This design comes from an exercise in tuning for small area, a short achievable clock period and few clock cycles per item on the open sky130 flow, not from production work.
No functional check of the RTL was part of this run.

==> flow/design.v <==
module cordic(
    input wire [31:0]   angle,
    input wire [1:0]    opt,
    input wire          enable,
    input wire          reset,
    input wire          clk,
    output wire signed [31:0] sin_out,
    output wire signed [31:0] cos_out,
    output wire               done
);
    localparam [17:0] K  = 18'd39797;
    localparam [17:0] NK = -18'd39797;
    function [15:0] atan_table;
        input [3:0] n;
        case (n)
            4'd2:  atan_table = 16'd16055;
            4'd3:  atan_table = 16'd8145;
            4'd4:  atan_table = 16'd4090;
            4'd5:  atan_table = 16'd2045;
            4'd6:  atan_table = 16'd1023;
            4'd7:  atan_table = 16'd512;
            4'd8:  atan_table = 16'd256;
            4'd9:  atan_table = 16'd128;
            4'd10: atan_table = 16'd64;
            4'd11: atan_table = 16'd32;
            4'd12: atan_table = 16'd16;
            4'd13: atan_table = 16'd8;
            4'd14: atan_table = 16'd4;
            default: atan_table = 16'd2;
        endcase
    endfunction
    reg signed [17:0] x, y;
    reg [15:0] z;
    reg [4:0]  n;                
    reg        dx, dyn, dz;      
    reg        sat_r, neg_r;     
    reg        sin_en, cos_en;   
    wire done_r = n[4];
    wire run    = enable & ~done_r;
    wire first  = (n[3:0] == 4'd0);
    wire st1    = (n[3:0] == 4'd1);
    wire last   = (n[3:0] == 4'd15);
    wire [17:0] ys = y >>> n[3:0];
    wire [17:0] xs = x >>> n[3:0];
    wire [17:0] x_nx, y_nx;
    wire [15:0] z_nx;
    wire        ax_m = dx;
    wire [17:0] ax_b = ys ^ {18{ax_m}};
    wire [17:0] ax_p = x ^ ax_b;
    wire [17:0] ax_g = x & ax_b;
    wire ax_c0 = ax_g[0] | (ax_p[0] & ax_m);
    wire ax_G0 = ax_g[1] | (ax_p[1] & ax_c0);
    wire ax_G1 = ax_g[3] | (ax_p[3] & ax_g[2]);
    wire ax_P1 = ax_p[3] & ax_p[2];
    wire ax_G2 = ax_g[5] | (ax_p[5] & ax_g[4]);
    wire ax_P2 = ax_p[5] & ax_p[4];
    wire ax_G3 = ax_g[7] | (ax_p[7] & ax_g[6]);
    wire ax_P3 = ax_p[7] & ax_p[6];
    wire ax_G4 = ax_g[9] | (ax_p[9] & ax_g[8]);
    wire ax_P4 = ax_p[9] & ax_p[8];
    wire ax_G5 = ax_g[11] | (ax_p[11] & ax_g[10]);
    wire ax_P5 = ax_p[11] & ax_p[10];
    wire ax_G6 = ax_g[13] | (ax_p[13] & ax_g[12]);
    wire ax_P6 = ax_p[13] & ax_p[12];
    wire ax_G7 = ax_g[15] | (ax_p[15] & ax_g[14]);
    wire ax_P7 = ax_p[15] & ax_p[14];
    wire ax_G8 = ax_g[17] | (ax_p[17] & ax_g[16]);
    wire ax_P8 = ax_p[17] & ax_p[16];
    wire ax_G9 = ax_g[2] | (ax_p[2] & ax_G0);
    wire ax_G10 = ax_G1 | (ax_P1 & ax_G0);
    wire ax_G11 = ax_g[6] | (ax_p[6] & ax_G2);
    wire ax_P11 = ax_p[6] & ax_P2;
    wire ax_G12 = ax_G3 | (ax_P3 & ax_G2);
    wire ax_P12 = ax_P3 & ax_P2;
    wire ax_G13 = ax_g[10] | (ax_p[10] & ax_G4);
    wire ax_P13 = ax_p[10] & ax_P4;
    wire ax_G14 = ax_G5 | (ax_P5 & ax_G4);
    wire ax_P14 = ax_P5 & ax_P4;
    wire ax_G15 = ax_g[14] | (ax_p[14] & ax_G6);
    wire ax_P15 = ax_p[14] & ax_P6;
    wire ax_G16 = ax_G7 | (ax_P7 & ax_G6);
    wire ax_P16 = ax_P7 & ax_P6;
    wire ax_G17 = ax_g[4] | (ax_p[4] & ax_G10);
    wire ax_G18 = ax_G2 | (ax_P2 & ax_G10);
    wire ax_G19 = ax_G11 | (ax_P11 & ax_G10);
    wire ax_G20 = ax_G12 | (ax_P12 & ax_G10);
    wire ax_G21 = ax_g[12] | (ax_p[12] & ax_G14);
    wire ax_P21 = ax_p[12] & ax_P14;
    wire ax_G22 = ax_G6 | (ax_P6 & ax_G14);
    wire ax_P22 = ax_P6 & ax_P14;
    wire ax_G23 = ax_G15 | (ax_P15 & ax_G14);
    wire ax_P23 = ax_P15 & ax_P14;
    wire ax_G24 = ax_G16 | (ax_P16 & ax_G14);
    wire ax_P24 = ax_P16 & ax_P14;
    wire ax_G25 = ax_g[8] | (ax_p[8] & ax_G20);
    wire ax_G26 = ax_G4 | (ax_P4 & ax_G20);
    wire ax_G27 = ax_G13 | (ax_P13 & ax_G20);
    wire ax_G28 = ax_G14 | (ax_P14 & ax_G20);
    wire ax_G29 = ax_G21 | (ax_P21 & ax_G20);
    wire ax_G30 = ax_G22 | (ax_P22 & ax_G20);
    wire ax_G31 = ax_G23 | (ax_P23 & ax_G20);
    wire ax_G32 = ax_G24 | (ax_P24 & ax_G20);
    wire ax_G33 = ax_g[16] | (ax_p[16] & ax_G32);
    wire ax_G34 = ax_G8 | (ax_P8 & ax_G32);
    assign x_nx = ax_p ^ {ax_G33, ax_G32, ax_G31, ax_G30, ax_G29, ax_G28, ax_G27, ax_G26, ax_G25, ax_G20, ax_G19, ax_G18, ax_G17, ax_G10, ax_G9, ax_G0, ax_c0, ax_m};
    wire        ay_m = dyn;
    wire [17:0] ay_b = xs ^ {18{ay_m}};
    wire [17:0] ay_p = y ^ ay_b;
    wire [17:0] ay_g = y & ay_b;
    wire ay_c0 = ay_g[0] | (ay_p[0] & ay_m);
    wire ay_G0 = ay_g[1] | (ay_p[1] & ay_c0);
    wire ay_G1 = ay_g[3] | (ay_p[3] & ay_g[2]);
    wire ay_P1 = ay_p[3] & ay_p[2];
    wire ay_G2 = ay_g[5] | (ay_p[5] & ay_g[4]);
    wire ay_P2 = ay_p[5] & ay_p[4];
    wire ay_G3 = ay_g[7] | (ay_p[7] & ay_g[6]);
    wire ay_P3 = ay_p[7] & ay_p[6];
    wire ay_G4 = ay_g[9] | (ay_p[9] & ay_g[8]);
    wire ay_P4 = ay_p[9] & ay_p[8];
    wire ay_G5 = ay_g[11] | (ay_p[11] & ay_g[10]);
    wire ay_P5 = ay_p[11] & ay_p[10];
    wire ay_G6 = ay_g[13] | (ay_p[13] & ay_g[12]);
    wire ay_P6 = ay_p[13] & ay_p[12];
    wire ay_G7 = ay_g[15] | (ay_p[15] & ay_g[14]);
    wire ay_P7 = ay_p[15] & ay_p[14];
    wire ay_G8 = ay_g[17] | (ay_p[17] & ay_g[16]);
    wire ay_P8 = ay_p[17] & ay_p[16];
    wire ay_G9 = ay_g[2] | (ay_p[2] & ay_G0);
    wire ay_G10 = ay_G1 | (ay_P1 & ay_G0);
    wire ay_G11 = ay_g[6] | (ay_p[6] & ay_G2);
    wire ay_P11 = ay_p[6] & ay_P2;
    wire ay_G12 = ay_G3 | (ay_P3 & ay_G2);
    wire ay_P12 = ay_P3 & ay_P2;
    wire ay_G13 = ay_g[10] | (ay_p[10] & ay_G4);
    wire ay_P13 = ay_p[10] & ay_P4;
    wire ay_G14 = ay_G5 | (ay_P5 & ay_G4);
    wire ay_P14 = ay_P5 & ay_P4;
    wire ay_G15 = ay_g[14] | (ay_p[14] & ay_G6);
    wire ay_P15 = ay_p[14] & ay_P6;
    wire ay_G16 = ay_G7 | (ay_P7 & ay_G6);
    wire ay_P16 = ay_P7 & ay_P6;
    wire ay_G17 = ay_g[4] | (ay_p[4] & ay_G10);
    wire ay_G18 = ay_G2 | (ay_P2 & ay_G10);
    wire ay_G19 = ay_G11 | (ay_P11 & ay_G10);
    wire ay_G20 = ay_G12 | (ay_P12 & ay_G10);
    wire ay_G21 = ay_g[12] | (ay_p[12] & ay_G14);
    wire ay_P21 = ay_p[12] & ay_P14;
    wire ay_G22 = ay_G6 | (ay_P6 & ay_G14);
    wire ay_P22 = ay_P6 & ay_P14;
    wire ay_G23 = ay_G15 | (ay_P15 & ay_G14);
    wire ay_P23 = ay_P15 & ay_P14;
    wire ay_G24 = ay_G16 | (ay_P16 & ay_G14);
    wire ay_P24 = ay_P16 & ay_P14;
    wire ay_G25 = ay_g[8] | (ay_p[8] & ay_G20);
    wire ay_G26 = ay_G4 | (ay_P4 & ay_G20);
    wire ay_G27 = ay_G13 | (ay_P13 & ay_G20);
    wire ay_G28 = ay_G14 | (ay_P14 & ay_G20);
    wire ay_G29 = ay_G21 | (ay_P21 & ay_G20);
    wire ay_G30 = ay_G22 | (ay_P22 & ay_G20);
    wire ay_G31 = ay_G23 | (ay_P23 & ay_G20);
    wire ay_G32 = ay_G24 | (ay_P24 & ay_G20);
    wire ay_G33 = ay_g[16] | (ay_p[16] & ay_G32);
    wire ay_G34 = ay_G8 | (ay_P8 & ay_G32);
    assign y_nx = ay_p ^ {ay_G33, ay_G32, ay_G31, ay_G30, ay_G29, ay_G28, ay_G27, ay_G26, ay_G25, ay_G20, ay_G19, ay_G18, ay_G17, ay_G10, ay_G9, ay_G0, ay_c0, ay_m};
    reg [15:0] zc01;
    always @* begin
        case ({neg_r, dz})
            2'b01:   zc01 = -16'd16321;    
            2'b00:   zc01 = -16'd21087;
            2'b11:   zc01 =  16'd21087;
            default: zc01 =  16'd16321;    
        endcase
    end
    wire [15:0] z_b = st1 ? zc01 : atan_table(n[3:0]);
    wire        az_m = dz & ~st1;
    wire [15:0] az_b = z_b ^ {16{az_m}};
    wire [15:0] az_p = z ^ az_b;
    wire [15:0] az_g = z & az_b;
    wire az_c0 = az_g[0] | (az_p[0] & az_m);
    wire az_G0 = az_g[15] | (az_p[15] & az_g[14]);
    wire az_P0 = az_p[15] & az_p[14];
    wire az_G1 = az_g[14] | (az_p[14] & az_g[13]);
    wire az_P1 = az_p[14] & az_p[13];
    wire az_G2 = az_g[13] | (az_p[13] & az_g[12]);
    wire az_P2 = az_p[13] & az_p[12];
    wire az_G3 = az_g[12] | (az_p[12] & az_g[11]);
    wire az_P3 = az_p[12] & az_p[11];
    wire az_G4 = az_g[11] | (az_p[11] & az_g[10]);
    wire az_P4 = az_p[11] & az_p[10];
    wire az_G5 = az_g[10] | (az_p[10] & az_g[9]);
    wire az_P5 = az_p[10] & az_p[9];
    wire az_G6 = az_g[9] | (az_p[9] & az_g[8]);
    wire az_P6 = az_p[9] & az_p[8];
    wire az_G7 = az_g[8] | (az_p[8] & az_g[7]);
    wire az_P7 = az_p[8] & az_p[7];
    wire az_G8 = az_g[7] | (az_p[7] & az_g[6]);
    wire az_P8 = az_p[7] & az_p[6];
    wire az_G9 = az_g[6] | (az_p[6] & az_g[5]);
    wire az_P9 = az_p[6] & az_p[5];
    wire az_G10 = az_g[5] | (az_p[5] & az_g[4]);
    wire az_P10 = az_p[5] & az_p[4];
    wire az_G11 = az_g[4] | (az_p[4] & az_g[3]);
    wire az_P11 = az_p[4] & az_p[3];
    wire az_G12 = az_g[3] | (az_p[3] & az_g[2]);
    wire az_P12 = az_p[3] & az_p[2];
    wire az_G13 = az_g[2] | (az_p[2] & az_g[1]);
    wire az_P13 = az_p[2] & az_p[1];
    wire az_G14 = az_g[1] | (az_p[1] & az_c0);
    wire az_G15 = az_G0 | (az_P0 & az_G2);
    wire az_P15 = az_P0 & az_P2;
    wire az_G16 = az_G1 | (az_P1 & az_G3);
    wire az_P16 = az_P1 & az_P3;
    wire az_G17 = az_G2 | (az_P2 & az_G4);
    wire az_P17 = az_P2 & az_P4;
    wire az_G18 = az_G3 | (az_P3 & az_G5);
    wire az_P18 = az_P3 & az_P5;
    wire az_G19 = az_G4 | (az_P4 & az_G6);
    wire az_P19 = az_P4 & az_P6;
    wire az_G20 = az_G5 | (az_P5 & az_G7);
    wire az_P20 = az_P5 & az_P7;
    wire az_G21 = az_G6 | (az_P6 & az_G8);
    wire az_P21 = az_P6 & az_P8;
    wire az_G22 = az_G7 | (az_P7 & az_G9);
    wire az_P22 = az_P7 & az_P9;
    wire az_G23 = az_G8 | (az_P8 & az_G10);
    wire az_P23 = az_P8 & az_P10;
    wire az_G24 = az_G9 | (az_P9 & az_G11);
    wire az_P24 = az_P9 & az_P11;
    wire az_G25 = az_G10 | (az_P10 & az_G12);
    wire az_P25 = az_P10 & az_P12;
    wire az_G26 = az_G11 | (az_P11 & az_G13);
    wire az_P26 = az_P11 & az_P13;
    wire az_G27 = az_G12 | (az_P12 & az_G14);
    wire az_G28 = az_G13 | (az_P13 & az_c0);
    wire az_G29 = az_G15 | (az_P15 & az_G19);
    wire az_P29 = az_P15 & az_P19;
    wire az_G30 = az_G16 | (az_P16 & az_G20);
    wire az_P30 = az_P16 & az_P20;
    wire az_G31 = az_G17 | (az_P17 & az_G21);
    wire az_P31 = az_P17 & az_P21;
    wire az_G32 = az_G18 | (az_P18 & az_G22);
    wire az_P32 = az_P18 & az_P22;
    wire az_G33 = az_G19 | (az_P19 & az_G23);
    wire az_P33 = az_P19 & az_P23;
    wire az_G34 = az_G20 | (az_P20 & az_G24);
    wire az_P34 = az_P20 & az_P24;
    wire az_G35 = az_G21 | (az_P21 & az_G25);
    wire az_P35 = az_P21 & az_P25;
    wire az_G36 = az_G22 | (az_P22 & az_G26);
    wire az_P36 = az_P22 & az_P26;
    wire az_G37 = az_G23 | (az_P23 & az_G27);
    wire az_G38 = az_G24 | (az_P24 & az_G28);
    wire az_G39 = az_G25 | (az_P25 & az_G14);
    wire az_G40 = az_G26 | (az_P26 & az_c0);
    wire az_G41 = az_G29 | (az_P29 & az_G37);
    wire az_G42 = az_G30 | (az_P30 & az_G38);
    wire az_G43 = az_G31 | (az_P31 & az_G39);
    wire az_G44 = az_G32 | (az_P32 & az_G40);
    wire az_G45 = az_G33 | (az_P33 & az_G27);
    wire az_G46 = az_G34 | (az_P34 & az_G28);
    wire az_G47 = az_G35 | (az_P35 & az_G14);
    wire az_G48 = az_G36 | (az_P36 & az_c0);
    assign z_nx = az_p ^ {az_G42, az_G43, az_G44, az_G45, az_G46, az_G47, az_G48, az_G37, az_G38, az_G39, az_G40, az_G27, az_G28, az_G14, az_c0, az_m};
    wire [31:0] ua = angle ^ {32{angle[31]}};
    wire angle_sat = (|ua[30:17]) | (ua[16:0] >= 17'h1BF00);
    wire signed [17:0] a18 = angle[17:0];
    wire d1 = angle[31] ? (a18 >= -18'sd51472) : (a18 >= 18'sd51472);
    wire d_nx = first ? (angle_sat ? ~angle[31] : d1)
                      : (sat_r ? ~neg_r : ~z_nx[15]);
    always @(posedge clk) begin
        sat_r  <= angle_sat;
        neg_r  <= angle[31];
        sin_en <= ~opt[0];
        cos_en <= ~(opt[1] & opt[0]);
        if (run) begin
            z   <= first ? angle[15:0] : z_nx;
            dx  <= d_nx;
            dyn <= ~d_nx;
            dz  <= d_nx;
        end
    end
    always @(posedge clk or posedge reset) begin
        if (reset) begin
            x  <= K;
            y  <= 18'd0;
            n  <= 5'd0;
        end else if (run) begin
            if (!first) x <= (last & ~cos_en) ? 18'd0 : x_nx;
            y  <= first ? (angle[31] ? NK : K) :
                  (last & ~sin_en) ? 18'd0 : y_nx;
            n  <= n + 5'd1;
        end
    end
    assign done    = done_r;
    assign sin_out = {{14{y[17]}}, y};
    assign cos_out = {{14{x[17]}}, x};
endmodule
==> flow/flow/run.sh <==
#!/bin/bash
# The standard layout (standard.sh) with extra ORFS settings: port buffers
# made from sky130_fd_sc_hd__buf_1. ORFS writes each step's log under orfs/logs;
# make's own output goes to make.log.
set -euo pipefail
bash standard.sh 'BUFFER_PORTS_ARGS=-buffer_cell sky130_fd_sc_hd__buf_1' finish > make.log 2>&1
==> flow/standard.sh <==
#!/bin/bash
# synth_recipe.tcl (not shown) runs the flow's synth.tcl, then flattens the netlist and writes it again
# the make line also repeats each setting of config.mk as NAME=value (left out here)
make -C /OpenROAD-flow-scripts/flow DESIGN_CONFIG=/design/flow/config.mk WORK_HOME=/design/flow/orfs CLKGATE_MAP_FILE= SYNTH_SCRIPT=/design/flow/synth_recipe.tcl "${@:-finish}"
==> flow/config.mk <==
export PLATFORM = sky130hd
export DESIGN_NAME = cordic
export DESIGN_NICKNAME = cordic
export VERILOG_FILES = /design/flow/design.v
export SDC_FILE = /design/flow/constraint.sdc
export NUM_CORES = 4
export LEC_CHECK = 0
export ABC_AREA = 1
export CAP_MARGIN = 20
export CORE_MARGIN = 2
export CORE_UTILIZATION = 40
export CTS_BUF_LIST = sky130_fd_sc_hd__clkbuf_8
export CTS_CLUSTER_SIZE = 24
export SETUP_SLACK_MARGIN = 3.5
export SLEW_MARGIN = 20
==> flow/constraint.sdc <==
create_clock -name core_clock -period 7.0 [get_ports {clk}]
set_input_delay 1.4000 -clock core_clock [delete_from_list [all_inputs] [get_ports {clk}]]
set_output_delay 1.4000 -clock core_clock [all_outputs]
set_load 0.01 [all_outputs]
==> impl_results.md <==
- Yosys reg bits: between 60 and 70
- Met1 GRT Util: 0.298
- Max-cap violations: 0
- FP Rows: 49
- Routed vias/inst: 5.26
- H-tree Lvls: 3
- Max FO, Critical Path: 8
- Pins Over Slew Limit: 0
- Post-route ant nets: 0
- I/O Buffers: 101
- CORE AREA: approximately 18000 um2
- Sink Count: 63
- Post-synth top area share: 0.147
- Gr ovfl total: 0
- Cts bufs inserted: 9
- Die area: between 15000 and 20000 um2
- Post-Syn Area per Cell: 6.93 um2
- Vert. Die Dim: 138 um
- Area grow syn2layout: 22.2%
- CTS root buf: clkbuf_8
- Post-synthesis sequential area ratio: 0.230
- Largest net degree at the start of global routing: 43
- 1st-iter DRT viols: 500
- Slew @ Worst Pin: 0.777 ns
- TritonCTS clock tree: done
- Clock transition at path regs: 0.08 ns
- Worst clock skew: 0.0194 ns
- Syn Inst Count: 1042
- Final Critical Period: 3.79 ns
- Dpl hpwl: 15.5 mm
- Post-synthesis instance area: just over 7000 um2
- Setup_tns: 0 ns
- Leading area contributor after synthesis: nand2_1
- Syn Nets: 1142
- Slew Limit Headroom: 0.481
- Synthesis warning total: 1
- Most frequent cells in the layout: nand2_1 (255), buf_1 (101), inv_1 (87), a21oi_1 (60), nand3_1 (54)
- Final wirelength: 22.2 mm
- Commonest non-fill, non-tap cell in the layout: nand2_1
- Critical Path Most Common Cell: buf_4
- CP top delay family: buffers and inverters
- CP Data Required Time: 7.26 ns
- Final design utilization: 0.494
- CP Launch Type: register
- Routing usage on met3: 0.0388
- GR Layer Usage met2: 0.373
- Status: complete, no violations
- First-pass GRT wire length: around 35 mm
- Final hold violation count: 0
- Max incr delay on CP: between 0.4 and 0.5 ns
- CP arrival: 4.06 ns
- Vias: 7256
- Number of synthesized flops with an enable pin: 18
- CP Capture Type: register
- # IOs: 102
- Wire per inst: 16.1 um
- Placer's final routability congestion estimate: 0.926
- Initial core utilization: 0.405
- RSZ-0062 raised after global routing: true
- Tightest Hold Check Type: reg -> reg
- Top cells by area, synth: nand2_1 (15%), dfrtp_1 (11%), ha_1 (9.0%), edfxtp_1 (7.5%), o21ai_0 (6.7%)
- Synth unique cells: between 50 and 60
- Vias in the first global route: 6713
- Min Hold Slack: 0.515 ns
- Fraction of registers with async set/reset: 0.651
- Initial antenna violation count: 0
- FMAX: 264 MHz
- Pre-CTS setup slack: 2.05 ns
- Critical path's slowest cell: dfrtp_4
- Final setup viols: 0
- Bufs and invs on worst path: 10
- Drt pass-1 iters: 7
- Crit Path Category: reg -> reg
- Ant diodes: 0
- Share of cells above drive strength 1: 0.209
- Multi-input gate area: 5280 um2
- Final period util: 0.542
- Cts hold-fix bufs: 0
- Post-route DRC violation count: 0
- Die W: 138 um
- Longest Clk Path Bufs: 2
- Register area: 1670 um2
- Final Net Count: ~1200
- Clock latency on the worst-skew pair: 0.39 ns
- Most used DFF post-synth: dfrtp_1
- Total GRT Usage: 0.225
- Post-route worst setup slack: ~3.2 ns
- Fill cells: 1783
- CP Cell Sequence: clkinvlp_4 -> buf_4 -> nand2_1 -> nand2_4 -> o21ai_2 -> o21ai_0 -> o21ai_0 -> xor2_1 -> ha_1 -> a21boi_2 -> nand2_1 -> buf_4 -> buf_4 -> buf_4 -> buf_4 -> buf_4 -> buf_4 -> buf_4 -> buf_4 -> nand3_1 -> o22ai_2
- Busiest grt layer: met2
==> cell type report <==
class	instances	share of cell area
repair buffers	163	0.106
multi-input cells	809	0.599
well taps	229	0.0325
inverters	100	0.0457
flip-flops and latches	63	0.189
clock buffers	9	0.0140
clock inverters	7	0.0136
==> per-layer routing <==
metal | part of all wire | up-vias | wire (um)
li1 | - | 3631 | -
met1 | 0.46 | 3364 | 10100
met2 | 0.47 | 225 | 10400
met3 | 0.048 | 36 | 1070
met4 | 0.026 | 0 | 575
met5 | 0 | - | 0
==> worst paths after layout <==
check                      start    end  slack (ns)  cells after the start
setup reg to reg            n[0]   x[7]        3.21                     21
setup / recovery            n[0]   x[7]        3.21                     21
max in group asynchronous  reset   n[0]        5.43                      3
min in group asynchronous  reset  x[16]        1.12                      3
hold reg to reg             x[0]   x[0]        0.51                      2
hold / removal              x[0]   x[0]        0.51                      2
==> registers in the layout, summed over array words and instances, names as in the netlist <==
signal,flops
x,18
y,18
z,16
n,5
cos_en,1
dx,1
dyn,1
neg_r,1
sat_r,1
sin_en,1
==> Yosys cell counts, drive strengths merged (2+ instances only) <==
library cell and count:
edfxtp 18, nor4 2, nand2 291, inv 99
nor3 8, a21boi 5, ha 52, a22oi 8
mux2i 6, a31oi 6, or2 3, a21o 3
xor2 55, fa 11, dfrtp 31, and2 2
o21ai 121, o21bai 6, o21a 2, nand3 67
xnor2 13, dfxtp 4, nand4 5, o22ai 8
nor2 51, o31ai 2, a21oi 68, clkbuf 13
dfstp 10, o211ai 9, buf 57
==> worst register-to-register path, stage by stage, from the launching register on <==
cell and delay [ns]:
dfrtp_4 0.48, clkinvlp_4 0.21, buf_4 0.19, nand2_1 0.09, nand2_4 0.07, o21ai_2 0.15, o21ai_0 0.13, o21ai_0 0.42
xor2_1 0.17, ha_1 0.33, a21boi_2 0.17, nand2_1 0.10, buf_4 0.14, buf_4 0.12, buf_4 0.12, buf_4 0.13
buf_4 0.12, buf_4 0.12, buf_4 0.12, buf_4 0.12, nand3_1 0.09, o22ai_2 0.09
==> timing repair <==
action                                  CTS  global route
resized for setup                        98           101
cloned                                    2             0
endpoints found under the setup margin   53            32
setup buffers                            33            22
pin swaps                                42            53
==> logic make-up (layout without fill, tap and decap cells) <==
family | count (synthesis) | count (layout) | synth area share
compound gates | 242 | 242 | 0.187
xor+xnor | 68 | 68 | 0.0835
fa+ha+maj | 63 | 63 | 0.121
buf+inv | 170 | 279 | 0.117
flops | 63 | 63 | 0.230
mux | 6 | 6 | 0.00832
simple gates | 430 | 430 | 0.253
==> stage by stage <==
| step | area, um2 | cells |
|---|---|---|
| final | 8820 | 1380 |
| after global routing | 8820 | 1380 |
| after CTS | 8320 | 1358 |
| after detailed placement | 7470 | 1307 |
| after global placement | 7470 | 1307 |
| after floorplan | 7230 | 1042 |

afterwards: timing with drivers on the ports:
How much do the figures lean on ideal ports? The routed layout below was timed once more, with nothing changed but the port constraints. Step 1: set_driving_cell puts a clkbuf_16 on clk and a buf_2 on each other input, an assumption about the parent block. Step 2, shift: input delay + t, output delay - t, t = (earliest + latest rising clock arrival at the registers) / 2. This alone moves slack from input paths to output paths. a / b / c = ideal / step 1 / step 2; a / b = the first two.
shift t [ns]: 0.419
setup WS [ns]: 3.206 / 3.206 / 3.206
latest minus earliest clock arrival (ns): 0.020 / 0.020
After both steps this run still meets setup and hold. The setup slack of this run moves by 0.000 ns with the drivers and by 0.000 ns with both steps.
